This design comes from an exercise in tuning for small area on the open sky130 flow, not from production work.
At most, simulation tests tie the RTL to the original design; equivalence was not proved.

==> flow/design.v (excerpt) <==
module syntropy_core (
    input wire clk,
    input wire rst_n,
    input wire [15:0] voltage_drift,
    input wire [15:0] packet_loss,
    input wire [15:0] temp_variance,
    input wire [15:0] phase_jitter,
    input wire [15:0] threshold,
    input wire enable_learning,
    input wire mesh_broadcast_en,
    output wire stable,
    output reg [15:0] flux_value,
    output reg [15:0] correction_vector,
    output reg [15:0] optimized_params,
    output wire learning_active,
    output wire mesh_broadcast_req,
    input wire [15:0] mesh_flux_in,
    input wire [15:0] mesh_correction_in,
    input wire mesh_valid_in,
    output reg [15:0] mesh_flux_out,
    output reg [15:0] mesh_correction_out,
    output wire mesh_valid_out,
    output wire [7:0] iteration_count,
    output wire [3:0] state,
    output wire error_flag
);
==> flow/config.mk <==
export PLATFORM = sky130hd
export DESIGN_NAME = syntropy_core
export DESIGN_NICKNAME = syntropy_core
export VERILOG_FILES = /design/flow/design.v
export SDC_FILE = /design/flow/constraint.sdc
export NUM_CORES = 4
export LEC_CHECK = 0
export CAP_MARGIN = 20
export CORE_MARGIN = 2
export CORE_UTILIZATION = 40
export CTS_BUF_LIST = sky130_fd_sc_hd__clkbuf_8
export GPL_TIMING_DRIVEN = 0
export SLEW_MARGIN = 20
export SYNTH_HIERARCHICAL = 1
==> flow/constraint.sdc <==
create_clock -name core_clock -period 13.0 [get_ports {clk}]
set_input_delay 2.6000 -clock core_clock [delete_from_list [all_inputs] [get_ports {clk}]]
set_output_delay 2.6000 -clock core_clock [all_outputs]
set_load 0.01 [all_outputs]
standard.sh (not shown) runs the stock make flow with config.mk's settings and CLKGATE_MAP_FILE= SYNTH_SCRIPT=/design/flow/synth_recipe.tcl, a recipe that flattens the netlist after the stock synthesis.
==> flow/flow/run.sh <==
#!/bin/bash
set -euo pipefail
bash standard.sh synth > synth.log 2>&1
bash standard.sh 'BUFFER_PORTS_ARGS=-buffer_cell sky130_fd_sc_hd__buf_1' finish > layout.log 2>&1
Change:
--- a/flow/design.v
+++ b/flow/design.v
@@ -606,31 +606,28 @@
     wire ql_w7, ql_w8;
     fa ql_fa8 (.a(qn[3]), .b(y[11]), .c(ql_w6), .s(ql_w7), .co(ql_w8));
     wire ql_w9, ql_w10;
     fa ql_fa10 (.a(qn[4]), .b(y[12]), .c(ql_w8), .s(ql_w9), .co(ql_w10));
     wire ql_w11, ql_w12;
     fa ql_fa12 (.a(qn[5]), .b(y[13]), .c(ql_w10), .s(ql_w11), .co(ql_w12));
     wire ql_w13, ql_w14;
     fa ql_fa14 (.a(qn[6]), .b(y[14]), .c(ql_w12), .s(ql_w13), .co(ql_w14));
     wire [7:0] ql = {ql_w14, ql_w13, ql_w11, ql_w9, ql_w7, ql_w5, ql_w3, ql_w1};
+    wire qinc = (qn[7] ^ ql[7]) ? ~y[14] : (qn[7] & y[14]);
+    wire qdec = ~qn[7] & ~ql[7] & y[14];
     wire [8:0] qh = q[15:7];
-    reg  [8:0] qh1, qh0;
+    reg  [8:0] qh_new;
     integer k;
     always @* begin
-        for (k = 0; k < 9; k = k + 1) begin
-            qh1[k] = qh[k] ^ (~(qn[7] ^ y[14]) &
-                              ((qh & ((9'd1 << k) - 9'd1)) == ((9'd1 << k) - 9'd1)));
-            qh0[k] = qh[k] ^ ((qn[7] & ~y[14] &
-                               ((qh & ((9'd1 << k) - 9'd1)) == ((9'd1 << k) - 9'd1))) |
-                              (~qn[7] & y[14] & ((qh & ((9'd1 << k) - 9'd1)) == 9'd0)));
-        end
+        for (k = 0; k < 9; k = k + 1)
+            qh_new[k] = qh[k] ^ ((qinc & ((qh & ((9'd1 << k) - 9'd1)) == ((9'd1 << k) - 9'd1))) |
+                                 (qdec & ((qh & ((9'd1 << k) - 9'd1)) == 9'd0)));
     end
-    wire [8:0] qh_new = ql[7] ? qh1 : qh0;
     wire [15:0] qu = {qh_new, ql[6:0]};
     wire ovf = flux_calc[15] | pu[15] | qu[15];
     always @(posedge clk) begin
         thr <= threshold;
         len <= enable_learning;
         men <= mesh_broadcast_en;
     end
     always @(posedge clk or negedge rst_n) begin
         if (!rst_n) begin
Outcome: The new run finished with timing, DRC and antenna clean. First-iteration DRC count goes down by 12%. Global-route usage goes up by 0.72 points. Setup slack degrades by 0.20 ns. Cell count hardly moves. Synthesized cell count is about the same. Area after synthesis goes down by 1.0%. Non-clock buffer count goes down by 4. Routed wire length goes up by 2.0%.
The RTL of the first run of this note was laid out without a check of its function.

## port drivers added, routing unchanged
How much do the figures lean on ideal ports? The routed layouts below were timed once more, with nothing changed but the port constraints. Step 1: set_driving_cell puts a clkbuf_16 on clk and a buf_2 on each other input, an assumption about the parent block. Step 2 also shifts input and output timing later by t, the mid clock arrival at the registers, as if the neighbouring blocks saw the same clock. Slacks: ideal / step 1 / step 2; pairs: ideal / step 1.
| run | shift t [ns] | setup slack, ns | worst hold slack (ns) |
|---|---|---|---|
| the first run | 0.504 | 0.369 / 0.369 / 0.369 | 0.381 / 0.381 / 0.381 |
| the second run | 0.488 | 0.172 / 0.172 / 0.172 | 0.382 / 0.382 / 0.382 |
After both steps setup and hold are still met in every run listed.
